Source: an optimization exercise on an open RTL-to-GDS flow (aim: small area, a short achievable clock period and few clock cycles). Production flows keep margins and buffers that such runs may drop. Function was checked by simulation only, so behaviour that the tests miss may differ from the original. Power figures rest on the tool's default switching activity, not on a simulated workload.

==> design.v <==
module fpmult_rtl #(parameter int P=53, parameter int Q=11)(
    input  logic rst_in_N,         
    input  logic clk_in,           
    input  logic [P+Q-1:0] x_in,      
    input  logic [P+Q-1:0] y_in,      
    input  logic [1:0] round_in,   
    input  logic start_in,         
    output logic [P+Q-1:0] p_out,   
    output logic [3:0] oor_out,  
    output logic done_out        
);
    logic[Q:0] exp_interm;
    exponent_adder #(.P(P), .Q(Q)) exp_adder (x_in[P+Q-2:0], y_in[P+Q-2:0], exp_interm);
    logic sign_out;
    sign_computer sign_comp (x_in[P+Q-1], y_in[P+Q-1], sign_out);
    logic[P-1:0] sig_a;
    logic[P-1:0] sig_b;
    input_handler  #(.P(P), .Q(Q)) sig_comp (x_in, y_in, sig_a, sig_b);
    logic[Q-1:0] exp_out;
    logic err;
    logic[P-2:0] sig_out;
    output_assembler #(.P(P), .Q(Q)) assemble_out(sign_out, exp_out, sig_out, p_out, oor_out);
    control_fsm #(.P(P), .Q(Q)) main_fsm (
        .clk(clk_in), .reset(~rst_in_N), .start(start_in), .exp_in(exp_interm), .sig_a(sig_a), .sig_b(sig_b),
        .a_no_sign(x_in[P+Q-2:0]), .b_no_sign(y_in[P+Q-2:0]), .sign(sign_out), .round_in(round_in),
        .exp_out(exp_out), .done(done_out), .err(err), .sig_out(sig_out)
    );
endmodule
module output_assembler #(parameter P, parameter Q) (
    input logic sign,
    input logic[Q-1:0] exp,
    input logic[P-2:0] sig,
    output logic[P+Q-1:0] p_out,
    output logic[3:0] oor_out
);
    assign p_out = {sign, exp, sig};
    assign oor_out[3] = ~(|exp | |sig );
    assign oor_out[2] = &exp & ~|sig;
    assign oor_out[1] = &exp & |sig;
    assign oor_out[0] = ~|exp & |sig;
endmodule
module input_handler #(parameter P, parameter Q)
(
    input logic[P+Q-1:0] x_in,
    input logic[P+Q-1:0] y_in,
    output logic[P-1:0] sig_a,
    output logic[P-1:0] sig_b
);
    localparam LEN = P+Q;
    localparam EXP_ED = LEN-2;
    localparam EXP_ST = P-1;
    assign sig_a = {|x_in[EXP_ED:EXP_ST] & ~&x_in[EXP_ED:EXP_ST], x_in[EXP_ST-1:0]};
    assign sig_b = {|y_in[EXP_ED:EXP_ST] & ~&y_in[EXP_ED:EXP_ST], y_in[EXP_ST-1:0]};
endmodule
module exponent_adder #(parameter P, parameter Q)
(
    input logic[P+Q-2:0] x_in,
    input logic[P+Q-2:0] y_in,
    output logic signed[Q:0] exp_out
);
    localparam LEN = P+Q;
    localparam EXP_ED = LEN-2;
    localparam EXP_ST = P-1;
    localparam BIAS = (1 << (Q-1)) - 1;
    logic[Q-1:0] x_tmp;
    logic[Q-1:0] y_tmp;
    assign x_tmp = x_in[EXP_ED:EXP_ST] == {Q{1'h0}} ? {{(Q-1){1'h0}}, 1'h1} : x_in[EXP_ED:EXP_ST];
    assign y_tmp = y_in[EXP_ED:EXP_ST] == {Q{1'h0}} ? {{(Q-1){1'h0}}, 1'h1} : y_in[EXP_ED:EXP_ST];
    assign exp_out = &x_tmp | &y_tmp ? 
                        {1'h0, {Q{1'h1}}} 
                        : ~|x_in | ~|y_in ? 
                            {(Q+1){1'h0}} 
                            : 
                            {1'b0, x_tmp} + {1'b0, y_tmp} - BIAS;
endmodule
module sign_computer(
    input logic x_sign,
    input logic y_sign,
    output logic sign_out
);
    assign sign_out = x_sign ^ y_sign;
endmodule
module nan_computer #(parameter P, parameter Q)(
    input logic[P+Q-2:0] x_in,
    input logic[P+Q-2:0] y_in,
    output logic is_nan
);
    localparam LEN = P+Q;
    localparam EXP_ED = LEN-2;
    localparam EXP_ST = P-1;
    localparam SIG_ED = EXP_ST-1;
    assign is_nan = (&x_in[EXP_ED:EXP_ST] & |x_in[SIG_ED:0]) | 
                    (&y_in[EXP_ED:EXP_ST] & |y_in[SIG_ED:0]) | 
                    (&x_in[EXP_ED:EXP_ST] & ~|x_in[SIG_ED:0] & ~|y_in) | 
                    (&y_in[EXP_ED:EXP_ST] & ~|y_in[SIG_ED:0] & ~|x_in);
endmodule
module negative_truncate_exp_in #(parameter P, parameter Q)(
    input logic[Q:0] exp_in,
    output logic[$clog2(P+1)-1:0] trunc_out,
    output logic[P:0] masked_bits
);
    logic[Q:0] neg_exp_in;
    assign neg_exp_in = ~exp_in + 1;
    assign trunc_out = neg_exp_in[$clog2(P+1)-1:0];
    assign masked_bits = (1 << (trunc_out)) - 1;
endmodule
module control_fsm #(parameter P, parameter Q)(
    input logic clk,
    input logic reset,
    input logic start,
    input logic signed[Q:0] exp_in,
    input logic[P-1:0] sig_a,
    input logic[P-1:0] sig_b,
    input logic[P+Q-2:0] a_no_sign,
    input logic[P+Q-2:0] b_no_sign,
    input logic sign,
    input logic[1:0] round_in,
    output logic[Q-1:0] exp_out,
    output logic done,
    output logic err,
    output logic[P-2:0] sig_out
);
    logic[3:0] cur_state;
    logic[3:0] next_state;
    logic mDone;
    logic mStart;
    logic mStart_next;
    logic[P-1:0] product_out;
    logic g_bit;
    logic r_bit;
    logic s_bit;
    logic signed [Q:0] exp_control_cur;
    logic signed [Q:0] exp_control_next;
    logic [$clog2(P)-1:0] exponent_shift;
    multiplier_fsm #(.P(P), .Q(Q)) fsm_multiplier_controlled (
        .clk(clk), .reset(reset), .start(mStart), .sig_a(sig_a), .sig_b(sig_b), .exp_in(exp_in),
        .product(product_out), .g(g_bit), .r(r_bit), .s(s_bit), .done(mDone), .exponent_shift(exponent_shift));
    logic is_nan;
    nan_computer #(.P(P), .Q(Q)) compute_nan(a_no_sign, b_no_sign, is_nan);
    logic[$clog2(P+1)-1:0] trunc_exp_in;
    logic[P:0] exp_in_bits_masked;
    negative_truncate_exp_in #(.P(P), .Q(Q)) trunc_neg_exp_in(exp_control_cur, trunc_exp_in, exp_in_bits_masked);
    logic signed[31:0] exp_extended;
    sign_extend_exponent #(.Q(Q)) extend_exp_signed (.exp_in(exp_in), .exp_extended(exp_extended));
    logic[P:0] control_product_cur;
    logic[P:0] control_product_next;
    logic g_control_cur;
    logic r_control_cur;
    logic s_control_cur;
    logic g_control_next;
    logic r_control_next;
    logic s_control_next;
    logic[P-2:0] sig_next;
    logic[Q-1:0] exp_next;
    always_ff @( posedge clk or posedge reset ) begin : main_ctrl_fsm
        if (reset) begin
            cur_state <= 4'b0000;
        end
        else begin
            if (cur_state == 4'b0111) begin
                done = 1'b1;
            end else begin
                done = 1'b0;
            end
            cur_state <= next_state;
            exp_control_cur <= exp_control_next;
            control_product_cur <= control_product_next;
            g_control_cur <= g_control_next;
            r_control_cur <= r_control_next;
            s_control_cur <= s_control_next;
            exp_out <= exp_next;
            sig_out <= sig_next;
        end
    end
    always_comb begin : main_ctrl_state_handler
        case (cur_state)
            4'b0000: begin
                if (start) begin
                    next_state = 4'b0001;
                    mStart = 1'b1;
                end
                else begin
                    mStart = 1'b0;
                    next_state = 4'b0000;
                end
                sig_next = sig_out;
                exp_next = exp_out;
                exp_control_next = exp_control_cur;
                control_product_next = control_product_cur;
                g_control_next = g_control_cur;
                r_control_next = r_control_cur;
                s_control_next = s_control_cur;
            end
            4'b0001: begin  
                if (mDone) begin
                    next_state = 4'b0010;
                    exp_control_next = exp_control_cur;
                    control_product_next = {1'b0, product_out};
                    g_control_next = g_bit;
                    r_control_next = r_bit;
                    s_control_next = s_bit;
                end
                else begin
                    next_state = 4'b0001;
                    exp_control_next = exp_control_cur;
                    control_product_next = control_product_cur;
                    g_control_next = g_control_cur;
                    r_control_next = r_control_cur;
                    s_control_next = s_control_cur;
                end
                mStart = 1'b0;
                sig_next = sig_out;
                exp_next = exp_out;
            end
            4'b0010: begin  
                if (control_product_cur[P-1]) begin
                    exp_control_next = exp_in + {{Q-1{1'b0}}, 1'b1};
                    s_control_next = r_control_cur | s_control_cur;
                    control_product_next = control_product_cur;
                    g_control_next = g_control_cur;
                    r_control_next = r_control_cur;
                end else begin
                    exp_control_next = exp_in - {{(Q+1-$clog2(P)){1'b0}}, exponent_shift};
                    control_product_next = {1'b0, control_product_cur[P-2:0], g_control_cur};
                    g_control_next = r_control_cur;
                    r_control_next = r_control_cur;
                    s_control_next = s_control_cur;
                end
                next_state = 4'b0011;
                mStart = 1'b0;
                sig_next = sig_out;
                exp_next = exp_out;
            end
            4'b0011: begin
                if (exp_control_cur < 1 && exp_control_cur > 1 - ((1 << (Q-1)) - 1) ) begin
                    if (exp_extended > -P) begin
                        r_control_next = 1'b0;
                        g_control_next = (trunc_exp_in <= P) ? control_product_cur[trunc_exp_in] : 1'b0;
                        exp_control_next = {Q+1{1'b0}};
                        control_product_next = control_product_cur >> (trunc_exp_in + 1);
                        if (exp_control_cur == 0) begin
                            s_control_next = r_control_cur | s_control_cur;
                        end else begin
                            s_control_next = r_control_cur | s_control_cur | (|(control_product_cur & exp_in_bits_masked));
                        end
                    end else begin  
                        s_control_next = g_control_cur | r_control_cur | s_control_cur | (|control_product_cur);
                        exp_control_next = {Q+1{1'b0}};
                        control_product_next = {P+1{1'b0}};
                        g_control_next = 1'b0;
                        r_control_next = 1'b0;
                    end
                end else begin
                    control_product_next = control_product_cur;
                    exp_control_next = exp_control_cur;
                    g_control_next = g_control_cur;
                    r_control_next = r_control_cur;
                    s_control_next = s_control_cur;
                end
                next_state = 4'b0100;
                mStart = 1'b0;
                sig_next = sig_out;
                exp_next = exp_out;
            end
            4'b0100: begin  
                    if(round_in == 2'b00) begin  
                        if (g_control_cur) begin  
                            if (s_control_cur) begin  
                                control_product_next = control_product_cur + {{P-1{1'b0}}, 1'b1};
                            end else if (control_product_cur[0]) begin  
                                control_product_next = control_product_cur + {{P-1{1'b0}}, 1'b1};
                            end else 
                                control_product_next = control_product_cur;
                        end else begin
                            control_product_next = control_product_cur;
                        end
                    end
                    else if (round_in == 2'b01) begin  
                        control_product_next = control_product_cur;
                    end
                    else if (round_in == 2'b10) begin
                        if ((g_control_cur | s_control_cur) & sign) begin  
                            control_product_next = control_product_cur + {{P-1{1'b0}}, 1'b1};
                        end else 
                            control_product_next = control_product_cur;
                    end
                    else begin
                        if ((g_control_cur | s_control_cur) & ~sign) begin  
                            control_product_next = control_product_cur + {{P-1{1'b0}}, 1'b1};
                        end else 
                            control_product_next = control_product_cur;
                    end
                exp_control_next = exp_control_cur;
                g_control_next = g_control_cur;
                r_control_next = r_control_cur;
                s_control_next = s_control_cur;
                next_state = 4'b0101;
                mStart = 1'b0;
                sig_next = sig_out;
                exp_next = exp_out;
            end
            4'b0101: begin  
                if (control_product_cur[P]) begin
                    exp_control_next = exp_in + {{Q-1{1'b0}}, 1'b1};
                    control_product_next = {1'b0, control_product_cur[P:1]};
                end else begin 
                    exp_control_next = exp_control_cur;
                    control_product_next = control_product_cur;
                end
                g_control_next = g_control_cur;
                r_control_next = r_control_cur;
                s_control_next = s_control_cur;
                next_state = 4'b0110;
                mStart = 1'b0;
                sig_next = sig_out;
                exp_next = exp_out;
            end
            4'b0110: begin  
                if (is_nan) begin  
                    sig_next = {{P-2{1'b0}}, 1'b1};  
                    exp_next = {Q{1'b1}};
                end
                else if (exp_control_cur < -(1 << (Q-1)) || exp_control_cur == {1'b0, {Q{1'b1}}}) begin
                    if (&a_no_sign[P+Q-2:P-1] | &b_no_sign[P+Q-2:P-1]) begin  
                        sig_next = {P-1{1'b0}};  
                        exp_next = {Q{1'b1}};
                    end else begin
                        if(round_in == 2'b00) begin  
                            sig_next = {P-1{1'b0}};  
                            exp_next = {Q{1'b1}};
                        end
                        else if (round_in == 2'b01) begin  
                            sig_next = {P-1{1'b1}};  
                            exp_next = {Q{1'b1}} - 1;
                        end
                        else if (round_in == 2'b10) begin  
                            if (sign) begin  
                                sig_next = {P-1{1'b0}};  
                                exp_next = {Q{1'b1}};
                            end else begin
                                sig_next = {P-1{1'b1}};  
                                exp_next = {Q{1'b1}} - 1;
                            end
                        end
                        else begin
                            if (sign) begin  
                                sig_next = {P-1{1'b1}};  
                                exp_next = {Q{1'b1}} - 1;
                            end else begin
                                sig_next = {P-1{1'b0}};  
                                exp_next = {Q{1'b1}};
                            end
                        end
                    end
                end
                else if ((exp_control_cur == 1 && !control_product_cur[P-1]) || exp_control_cur < 1) begin  
                    exp_next = {Q{1'b0}};
                    sig_next = control_product_cur[P-2:0];
                end
                else begin
                    exp_next = exp_control_cur[Q-1:0];
                    sig_next = control_product_cur[P-2:0];
                end
                exp_control_next = exp_control_cur;
                control_product_next = control_product_cur;
                g_control_next = g_control_cur;
                r_control_next = r_control_cur;
                s_control_next = s_control_cur;
                next_state = 4'b0111;
                mStart = 1'b0;
            end
            4'b0111: begin
                next_state = 4'b0000;
                mStart = 1'b0;
                sig_next = sig_out;
                exp_next = exp_out;
                exp_control_next = exp_control_cur;
                control_product_next = control_product_cur;
                g_control_next = g_control_cur;
                r_control_next = r_control_cur;
                s_control_next = s_control_cur;
            end
            default: begin
                next_state = 4'b0000;
                mStart = 1'b0;
                sig_next = sig_out;
                exp_next = exp_out;
                exp_control_next = exp_control_cur;
                control_product_next = control_product_cur;
                g_control_next = g_control_cur;
                r_control_next = r_control_cur;
                s_control_next = s_control_cur;
            end
        endcase
    end
endmodule
module multiplier_fsm #(parameter P, parameter Q)(
    input logic clk,
    input logic reset,
    input logic start,
    input logic[P-1:0] sig_a,
    input logic[P-1:0] sig_b,
    input logic signed[Q:0] exp_in,
    output logic[P-1:0] product,
    output logic g,
    output logic r,
    output logic s,
    output logic done,
    output logic[$clog2(P)-1:0] exponent_shift
);
    localparam PRODUCT_LEN=2*P;
    localparam REG_BITS=$clog2(P+1);
    localparam logic [REG_BITS-1:0] ST_LAST = P+1;
    localparam logic [REG_BITS-1:0] ST_DONE = P+2;
    logic [REG_BITS-1:0] cur_state;
    logic [REG_BITS-1:0] next_state;
    logic [PRODUCT_LEN-1:0] p_vector;
    logic [PRODUCT_LEN-1:0] product_next;
    logic [PRODUCT_LEN-1:0] p_vector_next;
    shift_add_clb #(P) shift_add_fsm (
        .product_cur(p_vector), .multiplicand(sig_b), .product_next(product_next));
    logic [31:0] leading_zeroes;
    leading_zero_counter #(PRODUCT_LEN) nlz (p_vector, leading_zeroes);
    logic[P-1:0] uPb_out;
    upper_P_bits #(P) uPb (leading_zeroes, p_vector, uPb_out);
    logic[31:0] lz_cap_out;
    leading_zero_cap #(.P(P), .Q(Q)) lz_cap (exp_in, leading_zeroes, lz_cap_out);
    logic [P-1:0] product_out_next;
    logic s_next;
    logic r_next;
    logic g_next;
    always_ff @( posedge clk or posedge reset) begin : mult_fsm
        if (reset) begin
            cur_state <= {REG_BITS{1'b0}};
        end else begin
            if (cur_state == ST_LAST) begin
                product <= product_out_next;
                s <= s_next;
                r <= r_next;
                g <= g_next;
                exponent_shift <= exponent_shift_next[$clog2(P)-1:0];
            end
            if (cur_state == ST_DONE) begin
                done = 1'b1;
            end else begin
                done = 1'b0;
            end
            cur_state <= next_state;
            p_vector <= p_vector_next;
        end
    end
    always_comb begin : multiplier_state_handler
        if (cur_state == 0) begin
            next_state = start ? {{(REG_BITS-1){1'b0}}, 1'b1} : {REG_BITS{1'b0}};
        end else if (cur_state <= ST_LAST) begin
            next_state = cur_state + 1;
        end else begin
            next_state = {REG_BITS{1'b0}};
        end
    end
    always_comb begin : shift_add_handler
        if (cur_state == {REG_BITS{1'b0}}) begin
            if (start) begin
                p_vector_next = {{P{1'b0}}, sig_a};  
            end else begin
                p_vector_next = p_vector;  
            end
        end else begin
            p_vector_next = product_next;  
        end
    end
    logic[31:0] exponent_shift_next;
    logic [PRODUCT_LEN-1:0] temp_store; 
    always_comb begin
        if (cur_state == ST_LAST) begin
            if (lz_cap_out > 1) begin
                exponent_shift_next = lz_cap_out - 1;
                if (P+1 < lz_cap_out) begin
                    product_out_next = uPb_out;
                end else begin
                    product_out_next = p_vector[PRODUCT_LEN-lz_cap_out -:P];
                end
                if (P-2<lz_cap_out) begin
                    s_next = 1'b0;
                end else begin
                    s_next = |(p_vector & ((1 << (P-1-lz_cap_out)) - 1));
                end
                if (P-1<lz_cap_out) begin
                    r_next = 1'b0;
                end else begin
                    r_next = p_vector[P-1-lz_cap_out];
                end
                if (P<lz_cap_out) begin
                    g_next = 1'b0;
                end else begin
                    g_next = p_vector[P-lz_cap_out];
                end
            end else begin
                product_out_next = p_vector[PRODUCT_LEN-1:P];
                s_next = |p_vector[P-3:0];
                r_next = p_vector[P-2];
                g_next = p_vector[P-1];
                exponent_shift_next = 32'b0;
            end
        end else begin
            product_out_next = product;
            s_next = s;
            r_next = r;
            g_next = g;
            exponent_shift_next = {{(32-$clog2(P)){1'b0}},exponent_shift};
        end
    end
endmodule
module shift_add_clb #(parameter P)(
    input logic[2*P-1:0] product_cur,
    input logic[P-1:0] multiplicand,
    output logic[2*P-1:0] product_next
);
    localparam PRODUCT_LEN=2*P;
    wire [PRODUCT_LEN:0] add_intermediary;
    wire [P:0] sum_upper;
    assign sum_upper = product_cur[PRODUCT_LEN-1:P] + (product_cur[0] ? {1'b0, multiplicand[P-1:0]} : {(P+1){1'b0}});
    assign add_intermediary = {sum_upper, product_cur[P-1:0]};
    assign product_next = add_intermediary[PRODUCT_LEN:1];  
endmodule
module sign_extend_exponent #(Q) (
    input logic[Q:0] exp_in,
    output logic signed[31:0] exp_extended
);
assign exp_extended = {{(32-(Q+1)){exp_in[Q]}}, exp_in};
endmodule
module leading_zero_counter #(
    parameter int PRODUCT_LEN = 16   
)(
    input  logic [PRODUCT_LEN-1:0] in_vector,  
    output logic [31:0] nlz   
);
    integer i;
    always_comb begin
        nlz = 0;
        for (i = 0; i < PRODUCT_LEN; i++) begin
            if (in_vector[i]) begin
                nlz = PRODUCT_LEN - 1 - i;
            end
        end
    end
endmodule
module upper_P_bits #(parameter int P) (
    input logic[31:0] lz,
    input logic[P*2-1:0] vec,
    output logic[P-1:0] out
);
    logic[P*2-1:0] mid;
    assign mid = vec << lz;
    assign out = mid[P*2-1 -: P];
endmodule
module leading_zero_cap #(parameter int P, parameter int Q) (
    input logic [Q:0] exp_in,
    input logic [31:0] lz,
    output logic [31:0] max_exp_shift
);
    assign max_exp_shift = lz > {{(32-(Q+1)){1'b0}}, exp_in} ? {{(32-(Q+1)){1'b0}}, exp_in} : lz;
endmodule
==> run.sh <==
#!/bin/bash
# synth_recipe.tcl (not shown) runs the flow's synth.tcl, then flattens the netlist and writes it again
# the make line also repeats each setting of config.mk as NAME=value (left out here)
make -C /OpenROAD-flow-scripts/flow DESIGN_CONFIG=/design/flow/config.mk WORK_HOME=/design/flow/orfs CLKGATE_MAP_FILE= SYNTH_SCRIPT=/design/flow/synth_recipe.tcl finish
==> config.mk <==
export PLATFORM = sky130hd
export DESIGN_NAME = fpmult_rtl
export DESIGN_NICKNAME = fpmult_rtl
export VERILOG_FILES = /design/flow/design.v
export SDC_FILE = /design/flow/constraint.sdc
export NUM_CORES = 4
export LEC_CHECK = 0
export CAP_MARGIN = 20
export CORE_MARGIN = 2
export CORE_UTILIZATION = 40
export PLACE_DENSITY = 0.6
export SLEW_MARGIN = 20
==> constraint.sdc <==
create_clock -name core_clock -period 11.0 [get_ports {clk_in}]
set_input_delay 2.2000 -clock core_clock [delete_from_list [all_inputs] [get_ports {clk_in}]]
set_output_delay 2.2000 -clock core_clock [all_outputs]
set_load 0.01 [all_outputs]
==> metrics.cfg <==
[die]
die_h_um = 333
rows = 120
dieArea_mm2 = 0.111
die_w_um = 333
initial_core_util_pct = 40.4
core_region_area_mm2 = 0.107
io_pins = 202

[worst_hold_path]
hold_end = main_fsm.fsm_multiplier_controlled.p_vector[12]
hold_class = reg2reg
hp-start = main_fsm.fsm_multiplier_controlled.p_vector[13]
holdPathStages = 2

[setup_path]
critPathCaptureType = flop
arrival_ps = 10770
timing.critical_path.mode_cell = ha_1
r2r_cells = 36
r2r_end = main_fsm.fsm_multiplier_controlled.s
startpoint = x_in[53]
cpPeakStageDelay_ps = 460
critPathSlowestCell = a2111o_1
crit_required_ps = 11400
critPathMaxFanout = 8
worstSetupPathType = in2reg
r2r_slack_ps = 830
worst_setup_path_start_kind = input pin

[sta]
worst_pin_slew_ps = 1180
drv_slew = 0
period_share_pct = 94.3
finalHoldViolCount = 0
fmax_mhz = 96.4
rsz0062_at_grt = false
setup_ws_ps = 626
period_needed_ps = 10370
slew_headroom_pct = 20.5
fin_skew_ps = 41.9
final.setup.tns_ps = 0
setup_violations = 0

[clock_tree]
cts_tree = built
hold_buffers = 0
clockRootBuffer = clkbuf_16
cts_buffers = 41
cts.path.max_buffers = 3
cts_resized = 0
path_clk_slew_ps = 70
cts_max_level = 2
clock_sinks = 311
clk_latency_ps = 660
cts_setup_buffers = 0

[route]
wl_um = 254000
ant_nets = 0
drc = 0
vias = 51785
drt_iter0_markers = 8222
dr.pass1.iters = 7
drt-wirelength-per-cell_um = 34.0
vias_per_cell = 6.91

[final_layout]
final_util_pct = 47.0
register_area_mm2 = 0.00929
area_growth_pct = 16.2
nets = 6292
drive_gt1_share_pct = 12.9
layout_common_cells = nand2_1, nor2_1, buf_4
layout_commonest_cell = nand2_1
nFillCells = 10929
fin_area_mm2 = 0.0504
multi_input_area_mm2 = 0.0318

[placement]
pre_cts_ws_ps = -14.1
place_congestion = 1.07
dpl-instance-area_mm2 = 0.0489
dpl.hpwl_um = 192000
port_buffers = 201

[yosys]
synthFlopType = edfxtp_1
syn_nets = 6177
yosysSeqAreaShare_pct = 21.4
yosysWarnings = 3
synth-async-reset-ratio_pct = 2.89
ys_seq_elements = 311
synth.distinct_cells = 112
post_synth.cell_area_avg_um2 = 7.31
netlist_area_mm2 = 0.0433
synthCells = 5931
synth_edf_count = 302

[power]
finalPower_mw = 16.5
peakVddDrop_mv = 0.171
power_density_mw_per_mm2 = 327
p_leak_nw = 19.8

[grt]
grt_max_degree = 129
grt_util_all_layers_pct = 44.2
antenna_found_initial = 20
grt_pass1_wl_um = 359000
gr-total-overflow = 0
grt_pass1_vias = 48039

[status]
status = complete, no violations

[run]
drv_cap = 0

per-layer routing:
metal  vias up  share of wire (%)  GRT usage, %
met3       962                 12          13.0
li1      22295                  -             -
met5         -              0.035             0
met4        10                8.3          30.3
met2      3719                 42          65.1
met1     24799                 38          55.7
metrics by stage:
stage / cells / hold WS, ps
floorplan: 5931 / 495
global route: 7482 / 549
global placement: 7404 / 516
detailed placement: 7404 / 517
CTS: 7480 / 540
finish: 7490 / 536
power by group:
part,internal (mW),total [mW],switching [mW]
clock,0.865,1.48,0.618
combinational,4.31,12.7,8.34
sequential,1.79,2.33,0.540
how the worst max path moves through the flow:
stage / depth (start not counted) / slack [ps] / to
after CTS: 45 / 620 / main_fsm.fsm_multiplier_controlled.s
after floorplan: 48 / 50 / main_fsm.fsm_multiplier_controlled.s
after global routing: 45 / 8 / main_fsm.fsm_multiplier_controlled.s
after detailed placement: 45 / -10 / main_fsm.fsm_multiplier_controlled.s
final: 45 / 630 / main_fsm.fsm_multiplier_controlled.s
after global placement: 45 / 6 / main_fsm.fsm_multiplier_controlled.s
worst max-delay path: cells and delay by family:
family | cells | cell delay [ps]
buffers and inverters | 8 | 1140
multiplexers | 1 | 300
XOR/XNOR | 1 | 170
adder cells (fa/ha/maj) | 7 | 1900
AND/OR/NAND/NOR | 15 | 2690
AO/OA/AOI/OAI | 13 | 2380
logic make-up after synthesis:
family | after synthesis | synth area share [%]
AND/OR/NAND/NOR | 2426 | 25.1
AO/OA/AOI/OAI | 1712 | 26.3
buffers and inverters | 703 | 6.25
multiplexers | 498 | 14.2
flip-flops | 311 | 21.4
XOR/XNOR | 167 | 3.37
adder cells (fa/ha/maj) | 113 | 3.31
other | 1 | 0.00865
area by class of cell:
class | instances | area share [%]
multi-input combinational | 4917 | 63.0
sequential | 311 | 18.4
timing repair buffer | 665 | 11.3
tap | 1403 | 3.48
clock buffer | 52 | 2.20
inverter | 110 | 0.832
clock inverter | 24 | 0.678
antenna | 8 | 0.0397
synth_stat cells (all sizes together), types with 13 or more instances:
| cell type | instances | area, um^2 |
|---|---|---|
| a221oi | 76 | 683 |
| buf | 122 | 529 |
| xnor2 | 101 | 885 |
| inv | 106 | 398 |
| nor3 | 131 | 672 |
| and3 | 57 | 357 |
| o22ai | 63 | 394 |
| edfxtp | 302 | 9070 |
| nand2b | 31 | 194 |
| a22oi | 31 | 233 |
| a221o | 13 | 131 |
| xor2 | 66 | 578 |
| or3 | 26 | 163 |
| a31oi | 65 | 422 |
| a21o | 81 | 608 |
| o31ai | 33 | 253 |
| o22a | 14 | 123 |
| clkbuf | 471 | 1770 |
| a311oi | 22 | 199 |
| nor4 | 125 | 841 |
| nand3 | 196 | 981 |
| mux2i | 375 | 3750 |
| mux4 | 90 | 2030 |
| and2 | 79 | 497 |
| o21bai | 17 | 128 |
| o21a | 57 | 429 |
| a2111oi | 20 | 220 |
| o221ai | 65 | 576 |
| o211ai | 87 | 663 |
| nor2 | 616 | 2320 |
| nor2b | 40 | 250 |
| nand2 | 1007 | 3780 |
| o21ai | 386 | 1940 |
| a211oi | 91 | 688 |
| or2 | 16 | 100 |
| ha | 110 | 1380 |
| mux2 | 33 | 372 |
| a21oi | 420 | 2100 |
| a222oi | 18 | 180 |
| nand4 | 55 | 344 |
sequential cells by signal (all words and copies together) (netlist names):
signal	cells
main_fsm.fsm_multiplier_controlled.r	1
main_fsm.fsm_multiplier_controlled.s	1
main_fsm.fsm_multiplier_controlled.p_vector	106
main_fsm.exp_control_cur	12
main_fsm.fsm_multiplier_controlled.cur_state	6
main_fsm.fsm_multiplier_controlled.exponent_shift	6
main_fsm.exp_out	11
main_fsm.sig_out	52
main_fsm.r_control_cur	1
main_fsm.fsm_multiplier_controlled.done	1
main_fsm.fsm_multiplier_controlled.product	53
main_fsm.done	1
main_fsm.g_control_cur	1
main_fsm.s_control_cur	1
main_fsm.cur_state	3
main_fsm.control_product_cur	54
main_fsm.fsm_multiplier_controlled.g	1
Testbench counts, summed over its fixed seeds: cycles 60,480.

==> re-timing with driven ports <==
How much do the figures lean on ideal ports? The routed layout below was timed once more, with nothing changed but the port constraints.
Step 1 (the two cells are an assumption about what drives the block):
set clk [get_ports {clk_in}]
set_driving_cell -lib_cell sky130_fd_sc_hd__clkbuf_16 $clk
set_driving_cell -lib_cell sky130_fd_sc_hd__buf_2 [delete_from_list [all_inputs] $clk]
Step 2 adds t to the input delays and takes it off the output delays; t is the mean of the earliest and latest rising clock arrival at the registers after step 1. Input paths then give back, and output paths get back, about the clock's delay inside the block.
Three values: no drivers, after step 1, after step 2; two values: the first two.
t (ns): 0.719
slack for setup (ns): 0.626 / 0.683 / -0.036
worst setup path at the end: input to register
latest minus earliest clock arrival (ns): 0.042 / 0.042
Met with ideal ports but missed after step 2: setup timing in this run. The setup slack of this run moves by +0.057 ns with the drivers and by -0.662 ns with both steps.
